What follows belongs to an exercise in optimizing a design on an open flow for small area; a production flow would make more cautious choices.
The RTL was checked by simulation tests, not by an equivalence proof against the original design.

==> flow/design.v (outline; a module is shown in full before it is edited, if it fits) <==
// module qr_fa: 4 lines
// module qr_ha: 4 lines
// module qr_out: 19 lines
// module qr_hbf: 697 lines
// module qr_th: 902 lines
// module qr_engine: 3920 lines
// module qam_rx: 64 lines
module qam_rx(
    input clk,
    input reset,
    input [2:0] sw,
    input signed [17:0] rf_in,
    output signed [17:0] dec_var_i,
    output signed [17:0] dec_var_q
);
  // ...
==> flow/run.sh <==
#!/bin/bash
# synth_recipe.tcl (not shown) runs the flow's synth.tcl, then flattens the netlist and writes it again
# the make line also repeats each setting of config.mk as NAME=value (left out here)
make -C /OpenROAD-flow-scripts/flow DESIGN_CONFIG=/design/flow/config.mk WORK_HOME=/design/flow/orfs CLKGATE_MAP_FILE= SYNTH_SCRIPT=/design/flow/synth_recipe.tcl finish
==> flow/config.mk <==
export PLATFORM = sky130hd
export DESIGN_NAME = qam_rx
export DESIGN_NICKNAME = qam_rx
export VERILOG_FILES = /design/flow/design.v
export SDC_FILE = /design/flow/constraint.sdc
export NUM_CORES = 8
export LEC_CHECK = 0
export CAP_MARGIN = 20
export CORE_MARGIN = 2
export CORE_UTILIZATION = 70
export CTS_CLUSTER_DIAMETER = 80
export CTS_CLUSTER_SIZE = 24
export SLEW_MARGIN = 20
export SYNTH_HIERARCHICAL = 1
export SYNTH_MINIMUM_KEEP_SIZE = 0
==> flow/constraint.sdc <==
create_clock -name core_clock -period 12.0 [get_ports {clk}]
set_input_delay 2.4000 -clock core_clock [delete_from_list [all_inputs] [get_ports {clk}]]
set_output_delay 2.4000 -clock core_clock [all_outputs]
set_load 0.01 [all_outputs]
==> results.py, run 1 <==
metrics = {
    "grt": {
        "top_usage_layer": "met1",
        "grt-ovfl-total": 0,
        "grt_first_pass_wirelength_um": 939000,
        "grt_max_degree": 163,
    },
    "placed_design": {
        "place_area_sq_um": 263000,
        "portBuffers": 58,
        "dp_slack_ps": 2030,
        "gp_congestion": 1.03,
    },
    "finish": {
        "nonClkBufAreaFrac": 0.00538,
        "largest_register_ffs": 170,
        "seq_area_sq_um": 136000,
        "num-nonclk-buffers": 159,
        "num-nonclk-inverters": 1446,
        "clkbuf_count": 454,
        "final_cell_mix": "dfxtp_1, fa_1, edfxtp_1",
        "syn2layout_area_growth_pct": 6.08,
        "antenna_cells": 14,
        "drive_gt1_frac": 0.101,
        "area_dominant_class": "registers",
    },
    "clock_network": {
        "cts_buffer_depth": 4,
    },
    "sta": {
        "tightest_slew_ps": 1150,
        "fmax_ghz": 0.100,
        "finalClockSkew_ps": 57.5,
    },
    "floorplan": {
        "io_pins": 59,
        "die_h_um": 610,
        "rows": 222,
        "initial_core_util": 0.703,
    },
    "synth": {
        "syn_area_per_cell_sq_um": 15.6,
        "netlist_area_sq_um": 257000,
    },
    "routing": {
        "wl_met1_um": 277000,
        "routed_wl_um": 650000,
        "wl_met2_um": 283000,
        "ant_nets": 0,
        "top_layer": "met5",
        "drc": 0,
    },
    "outcome": {
        "run_status": "timing/DRC/antenna clean",
    },
    "worst_hold_path": {
        "worstHoldPathType": "reg2reg",
    },
}
==> module qam_rx, before the edit <==
module qam_rx(
    input clk,
    input reset,
    input [2:0] sw,
    input signed [17:0] rf_in,
    output signed [17:0] dec_var_i,
    output signed [17:0] dec_var_q
);
reg [3:0] p;
always @(posedge clk) p <= reset ? 4'd0 : p + 4'd1;
wire [1:0] q = p[1:0];
wire tick = &q;
wire sym = &p;
wire p0 = p[0];
reg pp0;
always @(posedge clk) pp0 <= p0;
wire neg = q[1] ^ q[0];
wire [17:0] val = neg ? -rf_in : rf_in;
reg [17:0] fl0, fl1, fl2, fl3, fl4, fl5, fl6, fl7, fl8;
always @(posedge clk) begin
    fl0 <= {q[0], val[17:1]};
    fl1 <= fl0; fl2 <= fl1; fl3 <= fl2; fl4 <= fl3;
    fl5 <= fl4; fl6 <= fl5; fl7 <= fl6; fl8 <= fl7;
end
function signed [17:0] g(input [17:0] f, input b);
    g = (f[17] == b) ? {f[16], f[16:0]} : 18'd0;
endfunction
wire signed [17:0] ta = g(fl2, p0), tc = g(fl4, p0), te = g(fl5, p0), td = g(fl6, p0), tb = g(fl8, p0);
wire [17:0] th;
qr_th TH (.a(ta), .b(tb), .c(tc), .d(td), .e(te), .y(th));
reg signed [17:0] d1i, d1q;
always @(posedge clk) begin
    if (!p0) d1i <= th;
    if (p0) d1q <= th;
end
wire signed [16:0] y4i, y4q;
qr_hbf #(.OFF(1)) HI (.clk(clk), .p0(p0), .pp0(pp0), .din(d1i), .yh(y4i));
qr_hbf #(.OFF(0)) HQ (.clk(clk), .p0(p0), .pp0(pp0), .din(d1q), .yh(y4q));
reg signed [16:0] h4d;
always @(posedge clk) if (p0) h4d <= y4q;
reg [1:0] ph;                  
always @(posedge clk) ph <= ph + 2'd1;
reg pend, win, ptk;
reg [3:0] tk;
reg [1:0] qd1, qd2, qd3;
wire act = (ph == 2'd0) ? pend : win;
wire wst = (ph == 2'd0) & pend;
always @(posedge clk) begin
    pend <= tick | (pend & ~wst);
    win <= act & (ph != 2'd3);
    ptk <= act & (ph != 2'd3) & (ptk | tick);
    tk <= {tk[2:0], tick};
    qd1 <= q; qd2 <= qd1; qd3 <= qd2;
end
wire init = tk[0];
wire itv = ~|tk;
wire signed [17:0] yi, yq;
qr_engine EI (.clk(clk), .tick(tick), .act(act), .ph(ph), .wst(wst), .ptk(ptk), .init(init),
              .itv(itv), .icl(qd3), .din(y4i), .y(yi));
qr_engine EQ (.clk(clk), .tick(tick), .act(act), .ph(ph), .wst(wst), .ptk(ptk), .init(init),
              .itv(itv), .icl(qd3), .din(h4d), .y(yq));
qr_out OI (.clk(clk), .tick(tick), .sym(sym), .sw(sw), .x(yi), .y(dec_var_i));
qr_out OQ (.clk(clk), .tick(tick), .sym(sym), .sw(sw), .x(yq), .y(dec_var_q));
endmodule
==> inputs of run 2 (changes only) <==
--- a/flow/design.v
+++ b/flow/design.v
@@ -1624,27 +1624,25 @@
 wire [17:0] yn = {kt_p17 ^ kt_G16_0, kt_p16 ^ kt_G15_0, kt_p15 ^ kt_G14_0, kt_p14 ^ kt_G13_0, kt_p13 ^ kt_G12_0, kt_p12 ^ kt_G11_0, kt_p11 ^ kt_G10_0, kt_p10 ^ kt_G9_0, kt_p9 ^ kt_G8_0, kt_p8 ^ kt_G7_0, kt_p7 ^ kt_G6_0, kt_p6 ^ kt_G5_0, kt_p5 ^ kt_G4_0, kt_p4 ^ kt_G3_0, kt_p3 ^ kt_G2_0, kt_p2 ^ kt_G1_0, kt_p1 ^ kt_g0, kt_p0};
 assign y = yn;
 endmodule
 module qr_engine(
   input clk,
   input tick,         
   input act,          
   input [1:0] ph,     
-  input wst,          
-  input ptk,          
   input init,         
   input itv,          
   input [1:0] icl,    
   input signed [16:0] din,   
   output reg signed [17:0] y   
 );
-reg signed [16:0] ds; reg [16:5] ds2;   
-always @(posedge clk) if (tick) begin ds <= din; ds2 <= ds[16:5]; end
-wire [16:0] src = ptk ? {ds2, ds[4:0]} : ds;
+reg signed [16:0] ds, x0;   
+always @(posedge clk) if (tick) begin ds <= din; x0 <= ds; end
+wire [16:0] src = x0;
 wire [16:0] su = {~src[16], src[15:0]};
 wire p0 = (ph == 2'd0);
 wire np0 = ~p0;
 wire p3 = (ph == 2'd3);
 wire ph12 = ph[0] ^ ph[1];
 reg [3:0] sdig;
 always @* case (ph) 2'd0: sdig = su[3:0]; 2'd1: sdig = su[8:5]; 2'd2: sdig = su[12:9]; default: sdig = su[16:13]; endcase
 reg [15:0] rg0; reg sd0;
@@ -1770,144 +1768,144 @@
 reg [15:0] rg120; reg sd120;
 reg [15:0] rg121; reg sd121;
 reg [15:0] rg122; reg sd122;
 reg [15:0] rg123; reg sd123;
 reg [15:0] rg124; reg sd124;
 reg [15:0] rg125; reg sd125;
 reg [15:0] rg126; reg sd126;
 reg [15:0] rg127; reg sd127;
-always @(posedge clk) begin rg0 <= {rg0[11:0], act ? sdig : rg0[15:12]}; if (act & p0) sd0 <= su[4]; end
-always @(posedge clk) begin rg1 <= {rg1[11:0], act ? rg0[15:12] : rg1[15:12]}; if (act & p0) sd1 <= sd0; end
-always @(posedge clk) begin rg2 <= {rg2[11:0], act ? rg1[15:12] : rg2[15:12]}; if (act & p0) sd2 <= sd1; end
-always @(posedge clk) begin rg3 <= {rg3[11:0], act ? rg2[15:12] : rg3[15:12]}; if (act & p0) sd3 <= sd2; end
-always @(posedge clk) begin rg4 <= {rg4[11:0], act ? rg3[15:12] : rg4[15:12]}; if (act & p0) sd4 <= sd3; end
-always @(posedge clk) begin rg5 <= {rg5[11:0], act ? rg4[15:12] : rg5[15:12]}; if (act & p0) sd5 <= sd4; end
-always @(posedge clk) begin rg6 <= {rg6[11:0], act ? rg5[15:12] : rg6[15:12]}; if (act & p0) sd6 <= sd5; end
-always @(posedge clk) begin rg7 <= {rg7[11:0], act ? rg6[15:12] : rg7[15:12]}; if (act & p0) sd7 <= sd6; end
-always @(posedge clk) begin rg8 <= {rg8[11:0], act ? rg7[15:12] : rg8[15:12]}; if (act & p0) sd8 <= sd7; end
-always @(posedge clk) begin rg9 <= {rg9[11:0], act ? rg8[15:12] : rg9[15:12]}; if (act & p0) sd9 <= sd8; end
-always @(posedge clk) begin rg10 <= {rg10[11:0], act ? rg9[15:12] : rg10[15:12]}; if (act & p0) sd10 <= sd9; end
-always @(posedge clk) begin rg11 <= {rg11[11:0], act ? rg10[15:12] : rg11[15:12]}; if (act & p0) sd11 <= sd10; end
-always @(posedge clk) begin rg12 <= {rg12[11:0], act ? rg11[15:12] : rg12[15:12]}; if (act & p0) sd12 <= sd11; end
-always @(posedge clk) begin rg13 <= {rg13[11:0], act ? rg12[15:12] : rg13[15:12]}; if (act & p0) sd13 <= sd12; end
-always @(posedge clk) begin rg14 <= {rg14[11:0], act ? rg13[15:12] : rg14[15:12]}; if (act & p0) sd14 <= sd13; end
-always @(posedge clk) begin rg15 <= {rg15[11:0], act ? rg14[15:12] : rg15[15:12]}; if (act & p0) sd15 <= sd14; end
-always @(posedge clk) begin rg16 <= {rg16[11:0], act ? rg15[15:12] : rg16[15:12]}; if (act & p0) sd16 <= sd15; end
-always @(posedge clk) begin rg17 <= {rg17[11:0], act ? rg16[15:12] : rg17[15:12]}; if (act & p0) sd17 <= sd16; end
-always @(posedge clk) begin rg18 <= {rg18[11:0], act ? rg17[15:12] : rg18[15:12]}; if (act & p0) sd18 <= sd17; end
-always @(posedge clk) begin rg19 <= {rg19[11:0], act ? rg18[15:12] : rg19[15:12]}; if (act & p0) sd19 <= sd18; end
-always @(posedge clk) begin rg20 <= {rg20[11:0], act ? rg19[15:12] : rg20[15:12]}; if (act & p0) sd20 <= sd19; end
-always @(posedge clk) begin rg21 <= {rg21[11:0], act ? rg20[15:12] : rg21[15:12]}; if (act & p0) sd21 <= sd20; end
-always @(posedge clk) begin rg22 <= {rg22[11:0], act ? rg21[15:12] : rg22[15:12]}; if (act & p0) sd22 <= sd21; end
-always @(posedge clk) begin rg23 <= {rg23[11:0], act ? rg22[15:12] : rg23[15:12]}; if (act & p0) sd23 <= sd22; end
-always @(posedge clk) begin rg24 <= {rg24[11:0], act ? rg23[15:12] : rg24[15:12]}; if (act & p0) sd24 <= sd23; end
-always @(posedge clk) begin rg25 <= {rg25[11:0], act ? rg24[15:12] : rg25[15:12]}; if (act & p0) sd25 <= sd24; end
-always @(posedge clk) begin rg26 <= {rg26[11:0], act ? rg25[15:12] : rg26[15:12]}; if (act & p0) sd26 <= sd25; end
-always @(posedge clk) begin rg27 <= {rg27[11:0], act ? rg26[15:12] : rg27[15:12]}; if (act & p0) sd27 <= sd26; end
-always @(posedge clk) begin rg28 <= {rg28[11:0], act ? rg27[15:12] : rg28[15:12]}; if (act & p0) sd28 <= sd27; end
-always @(posedge clk) begin rg29 <= {rg29[11:0], act ? rg28[15:12] : rg29[15:12]}; if (act & p0) sd29 <= sd28; end
-always @(posedge clk) begin rg30 <= {rg30[11:0], act ? rg29[15:12] : rg30[15:12]}; if (act & p0) sd30 <= sd29; end
-always @(posedge clk) begin rg31 <= {rg31[11:0], act ? rg30[15:12] : rg31[15:12]}; if (act & p0) sd31 <= sd30; end
-always @(posedge clk) begin rg32 <= {rg32[11:0], act ? rg31[15:12] : rg32[15:12]}; if (act & p0) sd32 <= sd31; end
-always @(posedge clk) begin rg33 <= {rg33[11:0], act ? rg32[15:12] : rg33[15:12]}; if (act & p0) sd33 <= sd32; end
-always @(posedge clk) begin rg34 <= {rg34[11:0], act ? rg33[15:12] : rg34[15:12]}; if (act & p0) sd34 <= sd33; end
-always @(posedge clk) begin rg35 <= {rg35[11:0], act ? rg34[15:12] : rg35[15:12]}; if (act & p0) sd35 <= sd34; end
-always @(posedge clk) begin rg36 <= {rg36[11:0], act ? rg35[15:12] : rg36[15:12]}; if (act & p0) sd36 <= sd35; end
-always @(posedge clk) begin rg37 <= {rg37[11:0], act ? rg36[15:12] : rg37[15:12]}; if (act & p0) sd37 <= sd36; end
-always @(posedge clk) begin rg38 <= {rg38[11:0], act ? rg37[15:12] : rg38[15:12]}; if (act & p0) sd38 <= sd37; end
-always @(posedge clk) begin rg39 <= {rg39[11:0], act ? rg38[15:12] : rg39[15:12]}; if (act & p0) sd39 <= sd38; end
-always @(posedge clk) begin rg40 <= {rg40[11:0], act ? rg39[15:12] : rg40[15:12]}; if (act & p0) sd40 <= sd39; end
-always @(posedge clk) begin rg41 <= {rg41[11:0], act ? rg40[15:12] : rg41[15:12]}; if (act & p0) sd41 <= sd40; end
-always @(posedge clk) begin rg42 <= {rg42[11:0], act ? rg41[15:12] : rg42[15:12]}; if (act & p0) sd42 <= sd41; end
-always @(posedge clk) begin rg43 <= {rg43[11:0], act ? rg42[15:12] : rg43[15:12]}; if (act & p0) sd43 <= sd42; end
-always @(posedge clk) begin rg44 <= {rg44[11:0], act ? rg43[15:12] : rg44[15:12]}; if (act & p0) sd44 <= sd43; end
-always @(posedge clk) begin rg45 <= {rg45[11:0], act ? rg44[15:12] : rg45[15:12]}; if (act & p0) sd45 <= sd44; end
-always @(posedge clk) begin rg46 <= {rg46[11:0], act ? rg45[15:12] : rg46[15:12]}; if (act & p0) sd46 <= sd45; end
-always @(posedge clk) begin rg47 <= {rg47[11:0], act ? rg46[15:12] : rg47[15:12]}; if (act & p0) sd47 <= sd46; end
-always @(posedge clk) begin rg48 <= {rg48[11:0], act ? rg47[15:12] : rg48[15:12]}; if (act & p0) sd48 <= sd47; end
-always @(posedge clk) begin rg49 <= {rg49[11:0], act ? rg48[15:12] : rg49[15:12]}; if (act & p0) sd49 <= sd48; end
-always @(posedge clk) begin rg50 <= {rg50[11:0], act ? rg49[15:12] : rg50[15:12]}; if (act & p0) sd50 <= sd49; end
-always @(posedge clk) begin rg51 <= {rg51[11:0], act ? rg50[15:12] : rg51[15:12]}; if (act & p0) sd51 <= sd50; end
-always @(posedge clk) begin rg52 <= {rg52[11:0], act ? rg51[15:12] : rg52[15:12]}; if (act & p0) sd52 <= sd51; end
-always @(posedge clk) begin rg53 <= {rg53[11:0], act ? rg52[15:12] : rg53[15:12]}; if (act & p0) sd53 <= sd52; end
-always @(posedge clk) begin rg54 <= {rg54[11:0], act ? rg53[15:12] : rg54[15:12]}; if (act & p0) sd54 <= sd53; end
-always @(posedge clk) begin rg55 <= {rg55[11:0], act ? rg54[15:12] : rg55[15:12]}; if (act & p0) sd55 <= sd54; end
-always @(posedge clk) begin rg56 <= {rg56[11:0], act ? rg55[15:12] : rg56[15:12]}; if (act & p0) sd56 <= sd55; end
-always @(posedge clk) begin rg57 <= {rg57[11:0], act ? rg56[15:12] : rg57[15:12]}; if (act & p0) sd57 <= sd56; end
-always @(posedge clk) begin rg58 <= {rg58[11:0], act ? rg57[15:12] : rg58[15:12]}; if (act & p0) sd58 <= sd57; end
-always @(posedge clk) begin rg59 <= {rg59[11:0], act ? rg58[15:12] : rg59[15:12]}; if (act & p0) sd59 <= sd58; end
-always @(posedge clk) begin rg60 <= {rg60[11:0], act ? rg59[15:12] : rg60[15:12]}; if (act & p0) sd60 <= sd59; end
-always @(posedge clk) begin rg61 <= {rg61[11:0], act ? rg60[15:12] : rg61[15:12]}; if (act & p0) sd61 <= sd60; end
-always @(posedge clk) begin rg62 <= {rg62[11:0], act ? rg61[15:12] : rg62[15:12]}; if (act & p0) sd62 <= sd61; end
-always @(posedge clk) begin rg63 <= {rg63[11:0], act ? rg62[15:12] : rg63[15:12]}; if (act & p0) sd63 <= sd62; end
-always @(posedge clk) begin rg64 <= {rg64[11:0], act ? rg63[15:12] : rg64[15:12]}; if (act & p0) sd64 <= sd63; end
-always @(posedge clk) begin rg65 <= {rg65[11:0], act ? rg64[15:12] : rg65[15:12]}; if (act & p0) sd65 <= sd64; end
-always @(posedge clk) begin rg66 <= {rg66[11:0], act ? rg65[15:12] : rg66[15:12]}; if (act & p0) sd66 <= sd65; end
-always @(posedge clk) begin rg67 <= {rg67[11:0], act ? rg66[15:12] : rg67[15:12]}; if (act & p0) sd67 <= sd66; end
-always @(posedge clk) begin rg68 <= {rg68[11:0], act ? rg67[15:12] : rg68[15:12]}; if (act & p0) sd68 <= sd67; end
-always @(posedge clk) begin rg69 <= {rg69[11:0], act ? rg68[15:12] : rg69[15:12]}; if (act & p0) sd69 <= sd68; end
-always @(posedge clk) begin rg70 <= {rg70[11:0], act ? rg69[15:12] : rg70[15:12]}; if (act & p0) sd70 <= sd69; end
-always @(posedge clk) begin rg71 <= {rg71[11:0], act ? rg70[15:12] : rg71[15:12]}; if (act & p0) sd71 <= sd70; end
-always @(posedge clk) begin rg72 <= {rg72[11:0], act ? rg71[15:12] : rg72[15:12]}; if (act & p0) sd72 <= sd71; end
-always @(posedge clk) begin rg73 <= {rg73[11:0], act ? rg72[15:12] : rg73[15:12]}; if (act & p0) sd73 <= sd72; end
-always @(posedge clk) begin rg74 <= {rg74[11:0], act ? rg73[15:12] : rg74[15:12]}; if (act & p0) sd74 <= sd73; end
-always @(posedge clk) begin rg75 <= {rg75[11:0], act ? rg74[15:12] : rg75[15:12]}; if (act & p0) sd75 <= sd74; end
-always @(posedge clk) begin rg76 <= {rg76[11:0], act ? rg75[15:12] : rg76[15:12]}; if (act & p0) sd76 <= sd75; end
-always @(posedge clk) begin rg77 <= {rg77[11:0], act ? rg76[15:12] : rg77[15:12]}; if (act & p0) sd77 <= sd76; end
-always @(posedge clk) begin rg78 <= {rg78[11:0], act ? rg77[15:12] : rg78[15:12]}; if (act & p0) sd78 <= sd77; end
-always @(posedge clk) begin rg79 <= {rg79[11:0], act ? rg78[15:12] : rg79[15:12]}; if (act & p0) sd79 <= sd78; end
-always @(posedge clk) begin rg80 <= {rg80[11:0], act ? rg79[15:12] : rg80[15:12]}; if (act & p0) sd80 <= sd79; end
-always @(posedge clk) begin rg81 <= {rg81[11:0], act ? rg80[15:12] : rg81[15:12]}; if (act & p0) sd81 <= sd80; end
-always @(posedge clk) begin rg82 <= {rg82[11:0], act ? rg81[15:12] : rg82[15:12]}; if (act & p0) sd82 <= sd81; end
-always @(posedge clk) begin rg83 <= {rg83[11:0], act ? rg82[15:12] : rg83[15:12]}; if (act & p0) sd83 <= sd82; end
-always @(posedge clk) begin rg84 <= {rg84[11:0], act ? rg83[15:12] : rg84[15:12]}; if (act & p0) sd84 <= sd83; end
-always @(posedge clk) begin rg85 <= {rg85[11:0], act ? rg84[15:12] : rg85[15:12]}; if (act & p0) sd85 <= sd84; end
-always @(posedge clk) begin rg86 <= {rg86[11:0], act ? rg85[15:12] : rg86[15:12]}; if (act & p0) sd86 <= sd85; end
-always @(posedge clk) begin rg87 <= {rg87[11:0], act ? rg86[15:12] : rg87[15:12]}; if (act & p0) sd87 <= sd86; end
-always @(posedge clk) begin rg88 <= {rg88[11:0], act ? rg87[15:12] : rg88[15:12]}; if (act & p0) sd88 <= sd87; end
-always @(posedge clk) begin rg89 <= {rg89[11:0], act ? rg88[15:12] : rg89[15:12]}; if (act & p0) sd89 <= sd88; end
-always @(posedge clk) begin rg90 <= {rg90[11:0], act ? rg89[15:12] : rg90[15:12]}; if (act & p0) sd90 <= sd89; end
-always @(posedge clk) begin rg91 <= {rg91[11:0], act ? rg90[15:12] : rg91[15:12]}; if (act & p0) sd91 <= sd90; end
-always @(posedge clk) begin rg92 <= {rg92[11:0], act ? rg91[15:12] : rg92[15:12]}; if (act & p0) sd92 <= sd91; end
-always @(posedge clk) begin rg93 <= {rg93[11:0], act ? rg92[15:12] : rg93[15:12]}; if (act & p0) sd93 <= sd92; end
-always @(posedge clk) begin rg94 <= {rg94[11:0], act ? rg93[15:12] : rg94[15:12]}; if (act & p0) sd94 <= sd93; end
-always @(posedge clk) begin rg95 <= {rg95[11:0], act ? rg94[15:12] : rg95[15:12]}; if (act & p0) sd95 <= sd94; end
-always @(posedge clk) begin rg96 <= {rg96[11:0], act ? rg95[15:12] : rg96[15:12]}; if (act & p0) sd96 <= sd95; end
-always @(posedge clk) begin rg97 <= {rg97[11:0], act ? rg96[15:12] : rg97[15:12]}; if (act & p0) sd97 <= sd96; end
-always @(posedge clk) begin rg98 <= {rg98[11:0], act ? rg97[15:12] : rg98[15:12]}; if (act & p0) sd98 <= sd97; end
-always @(posedge clk) begin rg99 <= {rg99[11:0], act ? rg98[15:12] : rg99[15:12]}; if (act & p0) sd99 <= sd98; end
-always @(posedge clk) begin rg100 <= {rg100[11:0], act ? rg99[15:12] : rg100[15:12]}; if (act & p0) sd100 <= sd99; end
-always @(posedge clk) begin rg101 <= {rg101[11:0], act ? rg100[15:12] : rg101[15:12]}; if (act & p0) sd101 <= sd100; end
-always @(posedge clk) begin rg102 <= {rg102[11:0], act ? rg101[15:12] : rg102[15:12]}; if (act & p0) sd102 <= sd101; end
-always @(posedge clk) begin rg103 <= {rg103[11:0], act ? rg102[15:12] : rg103[15:12]}; if (act & p0) sd103 <= sd102; end
-always @(posedge clk) begin rg104 <= {rg104[11:0], act ? rg103[15:12] : rg104[15:12]}; if (act & p0) sd104 <= sd103; end
-always @(posedge clk) begin rg105 <= {rg105[11:0], act ? rg104[15:12] : rg105[15:12]}; if (act & p0) sd105 <= sd104; end
-always @(posedge clk) begin rg106 <= {rg106[11:0], act ? rg105[15:12] : rg106[15:12]}; if (act & p0) sd106 <= sd105; end
-always @(posedge clk) begin rg107 <= {rg107[11:0], act ? rg106[15:12] : rg107[15:12]}; if (act & p0) sd107 <= sd106; end
-always @(posedge clk) begin rg108 <= {rg108[11:0], act ? rg107[15:12] : rg108[15:12]}; if (act & p0) sd108 <= sd107; end
-always @(posedge clk) begin rg109 <= {rg109[11:0], act ? rg108[15:12] : rg109[15:12]}; if (act & p0) sd109 <= sd108; end
-always @(posedge clk) begin rg110 <= {rg110[11:0], act ? rg109[15:12] : rg110[15:12]}; if (act & p0) sd110 <= sd109; end
-always @(posedge clk) begin rg111 <= {rg111[11:0], act ? rg110[15:12] : rg111[15:12]}; if (act & p0) sd111 <= sd110; end
-always @(posedge clk) begin rg112 <= {rg112[11:0], act ? rg111[15:12] : rg112[15:12]}; if (act & p0) sd112 <= sd111; end
-always @(posedge clk) begin rg113 <= {rg113[11:0], act ? rg112[15:12] : rg113[15:12]}; if (act & p0) sd113 <= sd112; end
-always @(posedge clk) begin rg114 <= {rg114[11:0], act ? rg113[15:12] : rg114[15:12]}; if (act & p0) sd114 <= sd113; end
-always @(posedge clk) begin rg115 <= {rg115[11:0], act ? rg114[15:12] : rg115[15:12]}; if (act & p0) sd115 <= sd114; end
-always @(posedge clk) begin rg116 <= {rg116[11:0], act ? rg115[15:12] : rg116[15:12]}; if (act & p0) sd116 <= sd115; end
-always @(posedge clk) begin rg117 <= {rg117[11:0], act ? rg116[15:12] : rg117[15:12]}; if (act & p0) sd117 <= sd116; end
-always @(posedge clk) begin rg118 <= {rg118[11:0], act ? rg117[15:12] : rg118[15:12]}; if (act & p0) sd118 <= sd117; end
-always @(posedge clk) begin rg119 <= {rg119[11:0], act ? rg118[15:12] : rg119[15:12]}; if (act & p0) sd119 <= sd118; end
-always @(posedge clk) begin rg120 <= {rg120[11:0], act ? rg119[15:12] : rg120[15:12]}; if (act & p0) sd120 <= sd119; end
-always @(posedge clk) begin rg121 <= {rg121[11:0], act ? rg120[15:12] : rg121[15:12]}; if (act & p0) sd121 <= sd120; end
-always @(posedge clk) begin rg122 <= {rg122[11:0], act ? rg121[15:12] : rg122[15:12]}; if (act & p0) sd122 <= sd121; end
-always @(posedge clk) begin rg123 <= {rg123[11:0], act ? rg122[15:12] : rg123[15:12]}; if (act & p0) sd123 <= sd122; end
-always @(posedge clk) begin rg124 <= {rg124[11:0], act ? rg123[15:12] : rg124[15:12]}; if (act & p0) sd124 <= sd123; end
-always @(posedge clk) begin rg125 <= {rg125[11:0], act ? rg124[15:12] : rg125[15:12]}; if (act & p0) sd125 <= sd124; end
-always @(posedge clk) begin rg126 <= {rg126[11:0], act ? rg125[15:12] : rg126[15:12]}; if (act & p0) sd126 <= sd125; end
-always @(posedge clk) begin rg127 <= {rg127[11:0], act ? rg126[15:12] : rg127[15:12]}; if (act & p0) sd127 <= sd126; end
+always @(posedge clk) begin if (act) rg0 <= {rg0[11:0], sdig}; if (act & p0) sd0 <= su[4]; end
+always @(posedge clk) begin if (act) rg1 <= {rg1[11:0], rg0[15:12]}; if (act & p0) sd1 <= sd0; end
+always @(posedge clk) begin if (act) rg2 <= {rg2[11:0], rg1[15:12]}; if (act & p0) sd2 <= sd1; end
+always @(posedge clk) begin if (act) rg3 <= {rg3[11:0], rg2[15:12]}; if (act & p0) sd3 <= sd2; end
+always @(posedge clk) begin if (act) rg4 <= {rg4[11:0], rg3[15:12]}; if (act & p0) sd4 <= sd3; end
+always @(posedge clk) begin if (act) rg5 <= {rg5[11:0], rg4[15:12]}; if (act & p0) sd5 <= sd4; end
+always @(posedge clk) begin if (act) rg6 <= {rg6[11:0], rg5[15:12]}; if (act & p0) sd6 <= sd5; end
+always @(posedge clk) begin if (act) rg7 <= {rg7[11:0], rg6[15:12]}; if (act & p0) sd7 <= sd6; end
+always @(posedge clk) begin if (act) rg8 <= {rg8[11:0], rg7[15:12]}; if (act & p0) sd8 <= sd7; end
+always @(posedge clk) begin if (act) rg9 <= {rg9[11:0], rg8[15:12]}; if (act & p0) sd9 <= sd8; end
+always @(posedge clk) begin if (act) rg10 <= {rg10[11:0], rg9[15:12]}; if (act & p0) sd10 <= sd9; end
+always @(posedge clk) begin if (act) rg11 <= {rg11[11:0], rg10[15:12]}; if (act & p0) sd11 <= sd10; end
+always @(posedge clk) begin if (act) rg12 <= {rg12[11:0], rg11[15:12]}; if (act & p0) sd12 <= sd11; end
+always @(posedge clk) begin if (act) rg13 <= {rg13[11:0], rg12[15:12]}; if (act & p0) sd13 <= sd12; end
+always @(posedge clk) begin if (act) rg14 <= {rg14[11:0], rg13[15:12]}; if (act & p0) sd14 <= sd13; end
+always @(posedge clk) begin if (act) rg15 <= {rg15[11:0], rg14[15:12]}; if (act & p0) sd15 <= sd14; end
+always @(posedge clk) begin if (act) rg16 <= {rg16[11:0], rg15[15:12]}; if (act & p0) sd16 <= sd15; end
+always @(posedge clk) begin if (act) rg17 <= {rg17[11:0], rg16[15:12]}; if (act & p0) sd17 <= sd16; end
+always @(posedge clk) begin if (act) rg18 <= {rg18[11:0], rg17[15:12]}; if (act & p0) sd18 <= sd17; end
+always @(posedge clk) begin if (act) rg19 <= {rg19[11:0], rg18[15:12]}; if (act & p0) sd19 <= sd18; end
+always @(posedge clk) begin if (act) rg20 <= {rg20[11:0], rg19[15:12]}; if (act & p0) sd20 <= sd19; end
+always @(posedge clk) begin if (act) rg21 <= {rg21[11:0], rg20[15:12]}; if (act & p0) sd21 <= sd20; end
+always @(posedge clk) begin if (act) rg22 <= {rg22[11:0], rg21[15:12]}; if (act & p0) sd22 <= sd21; end
+always @(posedge clk) begin if (act) rg23 <= {rg23[11:0], rg22[15:12]}; if (act & p0) sd23 <= sd22; end
+always @(posedge clk) begin if (act) rg24 <= {rg24[11:0], rg23[15:12]}; if (act & p0) sd24 <= sd23; end
+always @(posedge clk) begin if (act) rg25 <= {rg25[11:0], rg24[15:12]}; if (act & p0) sd25 <= sd24; end
+always @(posedge clk) begin if (act) rg26 <= {rg26[11:0], rg25[15:12]}; if (act & p0) sd26 <= sd25; end
+always @(posedge clk) begin if (act) rg27 <= {rg27[11:0], rg26[15:12]}; if (act & p0) sd27 <= sd26; end
+always @(posedge clk) begin if (act) rg28 <= {rg28[11:0], rg27[15:12]}; if (act & p0) sd28 <= sd27; end
+always @(posedge clk) begin if (act) rg29 <= {rg29[11:0], rg28[15:12]}; if (act & p0) sd29 <= sd28; end
+always @(posedge clk) begin if (act) rg30 <= {rg30[11:0], rg29[15:12]}; if (act & p0) sd30 <= sd29; end
+always @(posedge clk) begin if (act) rg31 <= {rg31[11:0], rg30[15:12]}; if (act & p0) sd31 <= sd30; end
+always @(posedge clk) begin if (act) rg32 <= {rg32[11:0], rg31[15:12]}; if (act & p0) sd32 <= sd31; end
+always @(posedge clk) begin if (act) rg33 <= {rg33[11:0], rg32[15:12]}; if (act & p0) sd33 <= sd32; end
+always @(posedge clk) begin if (act) rg34 <= {rg34[11:0], rg33[15:12]}; if (act & p0) sd34 <= sd33; end
+always @(posedge clk) begin if (act) rg35 <= {rg35[11:0], rg34[15:12]}; if (act & p0) sd35 <= sd34; end
+always @(posedge clk) begin if (act) rg36 <= {rg36[11:0], rg35[15:12]}; if (act & p0) sd36 <= sd35; end
+always @(posedge clk) begin if (act) rg37 <= {rg37[11:0], rg36[15:12]}; if (act & p0) sd37 <= sd36; end
+always @(posedge clk) begin if (act) rg38 <= {rg38[11:0], rg37[15:12]}; if (act & p0) sd38 <= sd37; end
+always @(posedge clk) begin if (act) rg39 <= {rg39[11:0], rg38[15:12]}; if (act & p0) sd39 <= sd38; end
+always @(posedge clk) begin if (act) rg40 <= {rg40[11:0], rg39[15:12]}; if (act & p0) sd40 <= sd39; end
+always @(posedge clk) begin if (act) rg41 <= {rg41[11:0], rg40[15:12]}; if (act & p0) sd41 <= sd40; end
+always @(posedge clk) begin if (act) rg42 <= {rg42[11:0], rg41[15:12]}; if (act & p0) sd42 <= sd41; end
+always @(posedge clk) begin if (act) rg43 <= {rg43[11:0], rg42[15:12]}; if (act & p0) sd43 <= sd42; end
+always @(posedge clk) begin if (act) rg44 <= {rg44[11:0], rg43[15:12]}; if (act & p0) sd44 <= sd43; end
+always @(posedge clk) begin if (act) rg45 <= {rg45[11:0], rg44[15:12]}; if (act & p0) sd45 <= sd44; end
+always @(posedge clk) begin if (act) rg46 <= {rg46[11:0], rg45[15:12]}; if (act & p0) sd46 <= sd45; end
+always @(posedge clk) begin if (act) rg47 <= {rg47[11:0], rg46[15:12]}; if (act & p0) sd47 <= sd46; end
+always @(posedge clk) begin if (act) rg48 <= {rg48[11:0], rg47[15:12]}; if (act & p0) sd48 <= sd47; end
+always @(posedge clk) begin if (act) rg49 <= {rg49[11:0], rg48[15:12]}; if (act & p0) sd49 <= sd48; end
+always @(posedge clk) begin if (act) rg50 <= {rg50[11:0], rg49[15:12]}; if (act & p0) sd50 <= sd49; end
+always @(posedge clk) begin if (act) rg51 <= {rg51[11:0], rg50[15:12]}; if (act & p0) sd51 <= sd50; end
+always @(posedge clk) begin if (act) rg52 <= {rg52[11:0], rg51[15:12]}; if (act & p0) sd52 <= sd51; end
+always @(posedge clk) begin if (act) rg53 <= {rg53[11:0], rg52[15:12]}; if (act & p0) sd53 <= sd52; end
+always @(posedge clk) begin if (act) rg54 <= {rg54[11:0], rg53[15:12]}; if (act & p0) sd54 <= sd53; end
+always @(posedge clk) begin if (act) rg55 <= {rg55[11:0], rg54[15:12]}; if (act & p0) sd55 <= sd54; end
+always @(posedge clk) begin if (act) rg56 <= {rg56[11:0], rg55[15:12]}; if (act & p0) sd56 <= sd55; end
+always @(posedge clk) begin if (act) rg57 <= {rg57[11:0], rg56[15:12]}; if (act & p0) sd57 <= sd56; end
+always @(posedge clk) begin if (act) rg58 <= {rg58[11:0], rg57[15:12]}; if (act & p0) sd58 <= sd57; end
+always @(posedge clk) begin if (act) rg59 <= {rg59[11:0], rg58[15:12]}; if (act & p0) sd59 <= sd58; end
+always @(posedge clk) begin if (act) rg60 <= {rg60[11:0], rg59[15:12]}; if (act & p0) sd60 <= sd59; end
+always @(posedge clk) begin if (act) rg61 <= {rg61[11:0], rg60[15:12]}; if (act & p0) sd61 <= sd60; end
+always @(posedge clk) begin if (act) rg62 <= {rg62[11:0], rg61[15:12]}; if (act & p0) sd62 <= sd61; end
+always @(posedge clk) begin if (act) rg63 <= {rg63[11:0], rg62[15:12]}; if (act & p0) sd63 <= sd62; end
+always @(posedge clk) begin if (act) rg64 <= {rg64[11:0], rg63[15:12]}; if (act & p0) sd64 <= sd63; end
+always @(posedge clk) begin if (act) rg65 <= {rg65[11:0], rg64[15:12]}; if (act & p0) sd65 <= sd64; end
+always @(posedge clk) begin if (act) rg66 <= {rg66[11:0], rg65[15:12]}; if (act & p0) sd66 <= sd65; end
+always @(posedge clk) begin if (act) rg67 <= {rg67[11:0], rg66[15:12]}; if (act & p0) sd67 <= sd66; end
+always @(posedge clk) begin if (act) rg68 <= {rg68[11:0], rg67[15:12]}; if (act & p0) sd68 <= sd67; end
+always @(posedge clk) begin if (act) rg69 <= {rg69[11:0], rg68[15:12]}; if (act & p0) sd69 <= sd68; end
+always @(posedge clk) begin if (act) rg70 <= {rg70[11:0], rg69[15:12]}; if (act & p0) sd70 <= sd69; end
+always @(posedge clk) begin if (act) rg71 <= {rg71[11:0], rg70[15:12]}; if (act & p0) sd71 <= sd70; end
+always @(posedge clk) begin if (act) rg72 <= {rg72[11:0], rg71[15:12]}; if (act & p0) sd72 <= sd71; end
+always @(posedge clk) begin if (act) rg73 <= {rg73[11:0], rg72[15:12]}; if (act & p0) sd73 <= sd72; end
+always @(posedge clk) begin if (act) rg74 <= {rg74[11:0], rg73[15:12]}; if (act & p0) sd74 <= sd73; end
+always @(posedge clk) begin if (act) rg75 <= {rg75[11:0], rg74[15:12]}; if (act & p0) sd75 <= sd74; end
+always @(posedge clk) begin if (act) rg76 <= {rg76[11:0], rg75[15:12]}; if (act & p0) sd76 <= sd75; end
+always @(posedge clk) begin if (act) rg77 <= {rg77[11:0], rg76[15:12]}; if (act & p0) sd77 <= sd76; end
+always @(posedge clk) begin if (act) rg78 <= {rg78[11:0], rg77[15:12]}; if (act & p0) sd78 <= sd77; end
+always @(posedge clk) begin if (act) rg79 <= {rg79[11:0], rg78[15:12]}; if (act & p0) sd79 <= sd78; end
+always @(posedge clk) begin if (act) rg80 <= {rg80[11:0], rg79[15:12]}; if (act & p0) sd80 <= sd79; end
+always @(posedge clk) begin if (act) rg81 <= {rg81[11:0], rg80[15:12]}; if (act & p0) sd81 <= sd80; end
+always @(posedge clk) begin if (act) rg82 <= {rg82[11:0], rg81[15:12]}; if (act & p0) sd82 <= sd81; end
+always @(posedge clk) begin if (act) rg83 <= {rg83[11:0], rg82[15:12]}; if (act & p0) sd83 <= sd82; end
+always @(posedge clk) begin if (act) rg84 <= {rg84[11:0], rg83[15:12]}; if (act & p0) sd84 <= sd83; end
+always @(posedge clk) begin if (act) rg85 <= {rg85[11:0], rg84[15:12]}; if (act & p0) sd85 <= sd84; end
+always @(posedge clk) begin if (act) rg86 <= {rg86[11:0], rg85[15:12]}; if (act & p0) sd86 <= sd85; end
+always @(posedge clk) begin if (act) rg87 <= {rg87[11:0], rg86[15:12]}; if (act & p0) sd87 <= sd86; end
+always @(posedge clk) begin if (act) rg88 <= {rg88[11:0], rg87[15:12]}; if (act & p0) sd88 <= sd87; end
+always @(posedge clk) begin if (act) rg89 <= {rg89[11:0], rg88[15:12]}; if (act & p0) sd89 <= sd88; end
+always @(posedge clk) begin if (act) rg90 <= {rg90[11:0], rg89[15:12]}; if (act & p0) sd90 <= sd89; end
+always @(posedge clk) begin if (act) rg91 <= {rg91[11:0], rg90[15:12]}; if (act & p0) sd91 <= sd90; end
+always @(posedge clk) begin if (act) rg92 <= {rg92[11:0], rg91[15:12]}; if (act & p0) sd92 <= sd91; end
+always @(posedge clk) begin if (act) rg93 <= {rg93[11:0], rg92[15:12]}; if (act & p0) sd93 <= sd92; end
+always @(posedge clk) begin if (act) rg94 <= {rg94[11:0], rg93[15:12]}; if (act & p0) sd94 <= sd93; end
+always @(posedge clk) begin if (act) rg95 <= {rg95[11:0], rg94[15:12]}; if (act & p0) sd95 <= sd94; end
+always @(posedge clk) begin if (act) rg96 <= {rg96[11:0], rg95[15:12]}; if (act & p0) sd96 <= sd95; end
+always @(posedge clk) begin if (act) rg97 <= {rg97[11:0], rg96[15:12]}; if (act & p0) sd97 <= sd96; end
+always @(posedge clk) begin if (act) rg98 <= {rg98[11:0], rg97[15:12]}; if (act & p0) sd98 <= sd97; end
+always @(posedge clk) begin if (act) rg99 <= {rg99[11:0], rg98[15:12]}; if (act & p0) sd99 <= sd98; end
+always @(posedge clk) begin if (act) rg100 <= {rg100[11:0], rg99[15:12]}; if (act & p0) sd100 <= sd99; end
+always @(posedge clk) begin if (act) rg101 <= {rg101[11:0], rg100[15:12]}; if (act & p0) sd101 <= sd100; end
+always @(posedge clk) begin if (act) rg102 <= {rg102[11:0], rg101[15:12]}; if (act & p0) sd102 <= sd101; end
+always @(posedge clk) begin if (act) rg103 <= {rg103[11:0], rg102[15:12]}; if (act & p0) sd103 <= sd102; end
+always @(posedge clk) begin if (act) rg104 <= {rg104[11:0], rg103[15:12]}; if (act & p0) sd104 <= sd103; end
+always @(posedge clk) begin if (act) rg105 <= {rg105[11:0], rg104[15:12]}; if (act & p0) sd105 <= sd104; end
+always @(posedge clk) begin if (act) rg106 <= {rg106[11:0], rg105[15:12]}; if (act & p0) sd106 <= sd105; end
+always @(posedge clk) begin if (act) rg107 <= {rg107[11:0], rg106[15:12]}; if (act & p0) sd107 <= sd106; end
+always @(posedge clk) begin if (act) rg108 <= {rg108[11:0], rg107[15:12]}; if (act & p0) sd108 <= sd107; end
+always @(posedge clk) begin if (act) rg109 <= {rg109[11:0], rg108[15:12]}; if (act & p0) sd109 <= sd108; end
+always @(posedge clk) begin if (act) rg110 <= {rg110[11:0], rg109[15:12]}; if (act & p0) sd110 <= sd109; end
+always @(posedge clk) begin if (act) rg111 <= {rg111[11:0], rg110[15:12]}; if (act & p0) sd111 <= sd110; end
+always @(posedge clk) begin if (act) rg112 <= {rg112[11:0], rg111[15:12]}; if (act & p0) sd112 <= sd111; end
+always @(posedge clk) begin if (act) rg113 <= {rg113[11:0], rg112[15:12]}; if (act & p0) sd113 <= sd112; end
+always @(posedge clk) begin if (act) rg114 <= {rg114[11:0], rg113[15:12]}; if (act & p0) sd114 <= sd113; end
+always @(posedge clk) begin if (act) rg115 <= {rg115[11:0], rg114[15:12]}; if (act & p0) sd115 <= sd114; end
+always @(posedge clk) begin if (act) rg116 <= {rg116[11:0], rg115[15:12]}; if (act & p0) sd116 <= sd115; end
+always @(posedge clk) begin if (act) rg117 <= {rg117[11:0], rg116[15:12]}; if (act & p0) sd117 <= sd116; end
+always @(posedge clk) begin if (act) rg118 <= {rg118[11:0], rg117[15:12]}; if (act & p0) sd118 <= sd117; end
+always @(posedge clk) begin if (act) rg119 <= {rg119[11:0], rg118[15:12]}; if (act & p0) sd119 <= sd118; end
+always @(posedge clk) begin if (act) rg120 <= {rg120[11:0], rg119[15:12]}; if (act & p0) sd120 <= sd119; end
+always @(posedge clk) begin if (act) rg121 <= {rg121[11:0], rg120[15:12]}; if (act & p0) sd121 <= sd120; end
+always @(posedge clk) begin if (act) rg122 <= {rg122[11:0], rg121[15:12]}; if (act & p0) sd122 <= sd121; end
+always @(posedge clk) begin if (act) rg123 <= {rg123[11:0], rg122[15:12]}; if (act & p0) sd123 <= sd122; end
+always @(posedge clk) begin if (act) rg124 <= {rg124[11:0], rg123[15:12]}; if (act & p0) sd124 <= sd123; end
+always @(posedge clk) begin if (act) rg125 <= {rg125[11:0], rg124[15:12]}; if (act & p0) sd125 <= sd124; end
+always @(posedge clk) begin if (act) rg126 <= {rg126[11:0], rg125[15:12]}; if (act & p0) sd126 <= sd125; end
+always @(posedge clk) begin if (act) rg127 <= {rg127[11:0], rg126[15:12]}; if (act & p0) sd127 <= sd126; end
 wire [3:0] tp0 = sdig; wire tq0 = su[4];
 wire [3:0] tp1 = rg0[15:12]; wire tq1 = sd0;
 wire [3:0] tp2 = rg1[15:12]; wire tq2 = sd1;
 wire [3:0] tp3 = rg2[15:12]; wire tq3 = sd2;
 wire [3:0] tp4 = rg3[15:12]; wire tq4 = sd3;
 wire [3:0] tp5 = rg4[15:12]; wire tq5 = sd4;
 wire [3:0] tp6 = rg5[15:12]; wire tq6 = sd5;
 wire [3:0] tp7 = rg6[15:12]; wire tq7 = sd6;
@@ -5473,20 +5471,19 @@
 wire kf_bs12, kf_bk12; qr_fa kf_bu12 (.a(xf_ra[30]), .b(xf_rb[30]), .c(kf_bk11), .s(kf_bs12), .k(kf_bk12));
 wire kf_bs13, kf_bk13; qr_fa kf_bu13 (.a(xf_ra[31]), .b(xf_rb[31]), .c(kf_bk12), .s(kf_bs13), .k(kf_bk13));
 wire kf_bs14, kf_bk14; qr_fa kf_bu14 (.a(xf_ra[32]), .b(xf_rb[32]), .c(kf_bk13), .s(kf_bs14), .k(kf_bk14));
 wire kf_bs15, kf_bk15; qr_fa kf_bu15 (.a(xf_ra[33]), .b(xf_rb[33]), .c(kf_bk14), .s(kf_bs15), .k(kf_bk15));
 wire kf_bs16, kf_bk16; qr_fa kf_bu16 (.a(xf_ra[34]), .b(xf_rb[34]), .c(kf_bk15), .s(kf_bs16), .k(kf_bk16));
 wire kf_bs17, kf_bk17; qr_fa kf_bu17 (.a(xf_ra[35]), .b(xf_rb[35]), .c(kf_bk16), .s(kf_bs17), .k(kf_bk17));
 wire [17:0] kf_h1 = {kf_bs17, kf_bs16, kf_bs15, kf_bs14, kf_bs13, kf_bs12, kf_bs11, kf_bs10, kf_bs9, kf_bs8, kf_bs7, kf_bs6, kf_bs5, kf_bs4, kf_bs3, kf_bs2, kf_bs1, kf_bs0};
 wire [35:0] F = {kf_lk17 ? kf_h1 : kf_h0, kf_lo};
-reg [30:0] GR0; reg [32:0] GR1; reg [33:0] GR2; reg [35:0] FR, IA; reg [17:0] Z;
-always @(posedge clk) if (wst) begin GR0 <= G0; GR1 <= G1; GR2 <= G2; FR <= F; end
+reg [35:0] IA; reg [17:0] Z;
 reg [35:0] gsel;
-always @* if (!itv) gsel = 36'd0; else case (icl) 2'd0: gsel = {{5{GR0[30]}}, GR0}; 2'd1: gsel = {{3{GR1[32]}}, GR1}; default: gsel = {{2{GR2[33]}}, GR2}; endcase
+always @* if (!itv) gsel = 36'd0; else case (icl) 2'd0: gsel = {{5{G0[30]}}, G0}; 2'd1: gsel = {{3{G1[32]}}, G1}; default: gsel = {{2{G2[33]}}, G2}; endcase
 wire ki_ls0, ki_lk0; qr_ha ki_lu0 (.a(IA[0]), .b(gsel[0]), .s(ki_ls0), .k(ki_lk0));
 wire ki_ls1, ki_lk1; qr_fa ki_lu1 (.a(IA[1]), .b(gsel[1]), .c(ki_lk0), .s(ki_ls1), .k(ki_lk1));
 wire ki_ls2, ki_lk2; qr_fa ki_lu2 (.a(IA[2]), .b(gsel[2]), .c(ki_lk1), .s(ki_ls2), .k(ki_lk2));
 wire ki_ls3, ki_lk3; qr_fa ki_lu3 (.a(IA[3]), .b(gsel[3]), .c(ki_lk2), .s(ki_ls3), .k(ki_lk3));
 wire ki_ls4, ki_lk4; qr_fa ki_lu4 (.a(IA[4]), .b(gsel[4]), .c(ki_lk3), .s(ki_ls4), .k(ki_lk4));
 wire ki_ls5, ki_lk5; qr_fa ki_lu5 (.a(IA[5]), .b(gsel[5]), .c(ki_lk4), .s(ki_ls5), .k(ki_lk5));
 wire ki_ls6, ki_lk6; qr_fa ki_lu6 (.a(IA[6]), .b(gsel[6]), .c(ki_lk5), .s(ki_ls6), .k(ki_lk6));
 wire ki_ls7, ki_lk7; qr_fa ki_lu7 (.a(IA[7]), .b(gsel[7]), .c(ki_lk6), .s(ki_ls7), .k(ki_lk7));
@@ -5535,17 +5532,17 @@
 wire ki_bs12, ki_bk12; qr_fa ki_bu12 (.a(IA[30]), .b(gsel[30]), .c(ki_bk11), .s(ki_bs12), .k(ki_bk12));
 wire ki_bs13, ki_bk13; qr_fa ki_bu13 (.a(IA[31]), .b(gsel[31]), .c(ki_bk12), .s(ki_bs13), .k(ki_bk13));
 wire ki_bs14, ki_bk14; qr_fa ki_bu14 (.a(IA[32]), .b(gsel[32]), .c(ki_bk13), .s(ki_bs14), .k(ki_bk14));
 wire ki_bs15, ki_bk15; qr_fa ki_bu15 (.a(IA[33]), .b(gsel[33]), .c(ki_bk14), .s(ki_bs15), .k(ki_bk15));
 wire ki_bs16, ki_bk16; qr_fa ki_bu16 (.a(IA[34]), .b(gsel[34]), .c(ki_bk15), .s(ki_bs16), .k(ki_bk16));
 wire ki_bs17, ki_bk17; qr_fa ki_bu17 (.a(IA[35]), .b(gsel[35]), .c(ki_bk16), .s(ki_bs17), .k(ki_bk17));
 wire [17:0] ki_h1 = {ki_bs17, ki_bs16, ki_bs15, ki_bs14, ki_bs13, ki_bs12, ki_bs11, ki_bs10, ki_bs9, ki_bs8, ki_bs7, ki_bs6, ki_bs5, ki_bs4, ki_bs3, ki_bs2, ki_bs1, ki_bs0};
 wire [35:0] IAn = {ki_lk17 ? ki_h1 : ki_h0, ki_lo};
-always @(posedge clk) IA <= init ? FR : IAn;
+always @(posedge clk) IA <= init ? F : IAn;
 always @(posedge clk) if (init) Z <= IA[35:18];
 always @(posedge clk) if (tick) y <= Z;
 endmodule
 module qam_rx(
     input clk,
     input reset,
     input [2:0] sw,
     input signed [17:0] rf_in,
@@ -5579,32 +5576,26 @@
     if (!p0) d1i <= th;
     if (p0) d1q <= th;
 end
 wire signed [16:0] y4i, y4q;
 qr_hbf #(.OFF(1)) HI (.clk(clk), .p0(p0), .pp0(pp0), .din(d1i), .yh(y4i));
 qr_hbf #(.OFF(0)) HQ (.clk(clk), .p0(p0), .pp0(pp0), .din(d1q), .yh(y4q));
 reg signed [16:0] h4d;
 always @(posedge clk) if (p0) h4d <= y4q;
-reg [1:0] ph;                  
-always @(posedge clk) ph <= ph + 2'd1;
-reg pend, win, ptk;
-reg [3:0] tk;
+reg [3:0] tk;                  
 reg [1:0] qd1, qd2, qd3;
-wire act = (ph == 2'd0) ? pend : win;
-wire wst = (ph == 2'd0) & pend;
 always @(posedge clk) begin
-    pend <= tick | (pend & ~wst);
-    win <= act & (ph != 2'd3);
-    ptk <= act & (ph != 2'd3) & (ptk | tick);
     tk <= {tk[2:0], tick};
     qd1 <= q; qd2 <= qd1; qd3 <= qd2;
 end
+wire act = |tk;
+wire [1:0] ph = {~(tk[0] | tk[1]), ~(tk[0] | tk[2])};   
 wire init = tk[0];
 wire itv = ~|tk;
 wire signed [17:0] yi, yq;
-qr_engine EI (.clk(clk), .tick(tick), .act(act), .ph(ph), .wst(wst), .ptk(ptk), .init(init),
+qr_engine EI (.clk(clk), .tick(tick), .act(act), .ph(ph), .init(init),
               .itv(itv), .icl(qd3), .din(y4i), .y(yi));
-qr_engine EQ (.clk(clk), .tick(tick), .act(act), .ph(ph), .wst(wst), .ptk(ptk), .init(init),
+qr_engine EQ (.clk(clk), .tick(tick), .act(act), .ph(ph), .init(init),
               .itv(itv), .icl(qd3), .din(h4d), .y(yq));
 qr_out OI (.clk(clk), .tick(tick), .sym(sym), .sw(sw), .x(yi), .y(dec_var_i));
 qr_out OQ (.clk(clk), .tick(tick), .sym(sym), .sw(sw), .x(yq), .y(dec_var_q));
 endmodule
==> results.py, run 2 <==
metrics = {
    "routing": {
        "num_vias": 134000,
        "drc": 0,
        "dr.first_iter.drc_count": 18500,
        "first_pass_iters": 9,
        "vias_per_cell": 6.41,
        "routed_wl_um": 757000,
        "ant_nets": 0,
        "wl_per_cell_um": 36.3,
    },
    "grt": {
        "grt-ovfl-total": 0,
        "use_met1": 0.498,
        "grt_first_pass_wirelength_um": 1070000,
        "grt_pass1_vias": 143000,
        "grt_max_degree": 199,
        "grt.met3_usage": 0.0767,
        "top_usage_layer": "met2",
        "met2_usage": 0.605,
        "grt_use_total": 0.389,
        "antenna_found_initial": 31,
    },
    "worst_hold_path": {
        "worstHoldPathType": "reg2reg",
    },
    "setup_path": {
        "end_kind": "flop",
        "slowest_stage": "nor2_1",
        "required_ps": 12750,
        "regToRegSetupSlack_ps": 1590,
        "cp_data_arrival_time_ps": 11160,
        "slowest_delay_ps": 820,
        "cp_common_cell": "fa_1",
        "path_class": "reg2reg",
        "path_max_fanout": 78,
        "cp_top_family": "adder cells",
        "worst-path-buf-inv": 5,
        "startpoint_type": "flop",
    },
    "run": {
        "drv_cap": 0,
    },
    "clock_network": {
        "cts-buffers-inserted": 298,
        "clk_latency_ps": 1040,
        "cts_resized": 0,
        "postCtsHoldBufs": 0,
        "root_buffer": "clkbuf_16",
        "path_clk_slew_ps": 90,
        "clock_sinks": 5791,
        "post_cts_buffers": 0,
        "cts_buffer_depth": 4,
        "tritoncts": "yes",
        "htree_levels": 5,
    },
    "synth": {
        "netlist_area_sq_um": 278000,
        "yosys_warnings": 11,
        "syn_area_per_cell_sq_um": 18.4,
        "synthCells": 15100,
    },
    "placed_design": {
        "dp_slack_ps": 1310,
        "place_area_sq_um": 286000,
        "hpwl_um": 577000,
        "dp_cells": 20300,
        "gp_congestion": 1.03,
        "portBuffers": 58,
    },
    "finish": {
        "drive_gt1_frac": 0.0471,
        "final_common_cell": "edfxtp_1",
        "syn2layout_area_growth_pct": 6.17,
        "largest_register_ffs": 170,
        "largest-register": "HI.xf",
        "final_cell_mix": "edfxtp_1, fa_1, inv_1",
        "top_regs": "HI.xf: 170 flops, HQ.xf: 153 flops",
        "stdcell_count": 20900,
        "fin_nets": 20000,
        "final_cell_area_sq_um": 295000,
    },
    "floorplan": {
        "core_area_sq_um": 395000,
        "io_pins": 59,
        "initial_core_util": 0.703,
        "die_x_um": 634,
        "die_area_sq_um": 402000,
        "die_h_um": 634,
        "rows": 231,
    },
    "sta": {
        "final_hold_viol_count": 0,
        "slew_headroom": 0.109,
        "rsz0062_at_grt": "false",
        "slew_viol_final": 0,
        "holdWs_ps": 329,
        "final.setup.tns_ps": 0,
        "fmax_ghz": 0.0961,
        "finalClockSkew_ps": 106,
        "finalCritPeriodShare": 0.868,
        "fin_ws_ps": 1590,
        "tightest_slew_ps": 1340,
        "setup_viol": 0,
        "min_period_ps": 10410,
    },
    "outcome": {
        "run_status": "timing/DRC/antenna clean",
    },
}
==> run 2: worst paths after layout <==
kind / startpoint / depth (start not counted) / to
worst min register to register: fl3[16]$_DFF_P_ / 0 / fl4[16]$_DFF_P_
worst max register to register: tk[0]$_DFF_P_ / 27 / EI.A3[17]$_DFFE_PP_
worst max-delay path: tk[0]$_DFF_P_ / 27 / EI.A3[17]$_DFFE_PP_
worst min-delay path: fl3[16]$_DFF_P_ / 0 / fl4[16]$_DFF_P_
==> run 2: final cells by class <==
| type | count | area [sq um] |
|---|---|---|
| fill | 21600 | 100000 |
| multi-input combinational | 7648 | 103000 |
| clock inverter | 61 | 961 |
| antenna | 8 | 20.0 |
| sequential | 5791 | 169000 |
| inverter | 1456 | 5470 |
| timing repair buffer | 179 | 1700 |
| tap | 5242 | 6560 |
| clock buffer | 481 | 8270 |
==> run 2: worst reg2reg max path, stage by stage, from the launching register on <==
cell and delay [ps]:
dfxtp_4 370, nor2_1 820, inv_1 280, ha_4 260, buf_12 170, buf_4 770
buf_4 470, a22o_1 540, fa_1 630, inv_1 100, fa_1 680, fa_1 480
fa_1 410, fa_1 490, fa_1 430, fa_1 570, fa_1 430, ha_1 350
a21o_1 220, a21oi_1 170, o221a_2 250, and2_1 180, a21oi_1 90, or2_1 220
ha_1 170, nor2_1 130, xnor2_1 130, a221o_1 320
==> run 2: routing by layer <==
metal | part of all wire | vias up
met5 | 0.00012 | -
met3 | 0.089 | 1933
met4 | 0.094 | 14
li1 | - | 53300
met1 | 0.35 | 70300
met2 | 0.47 | 8264
==> run 2: per-stage QoR <==
step           utilization
3_5_place_dp         0.722
3_3_place_gp         0.722
6_report             0.746
4_1_cts              0.746
2_1_floorplan            -
5_1_grt              0.746

separate check: timing with driven ports:
In the flow no input, the clock included, has a driving cell. The finished layouts below were timed again as built, in two steps.
Step 1 sets driving cells, clkbuf_16 on the clock port and buf_2 on the other inputs (assumed; they add their load-dependent delay and slew).
Step 2 moves the port delays by t, midway between the first and last clock arrival at a register: inputs arrive t later, outputs are due t later. That takes back most of the time a late clock gives input paths.
a / b / c = no drivers / after step 1 / after step 2; a / b = the first two.
run | shift t [ns] | slack for setup (ns) | cell pins on the clock port's net
run 1 | 1.075 | 2.017 / 2.017 / 2.017 | 1
run 2 | 1.107 | 1.589 / 1.589 / 1.589 | 1
After both steps setup and hold are still met in every run listed.
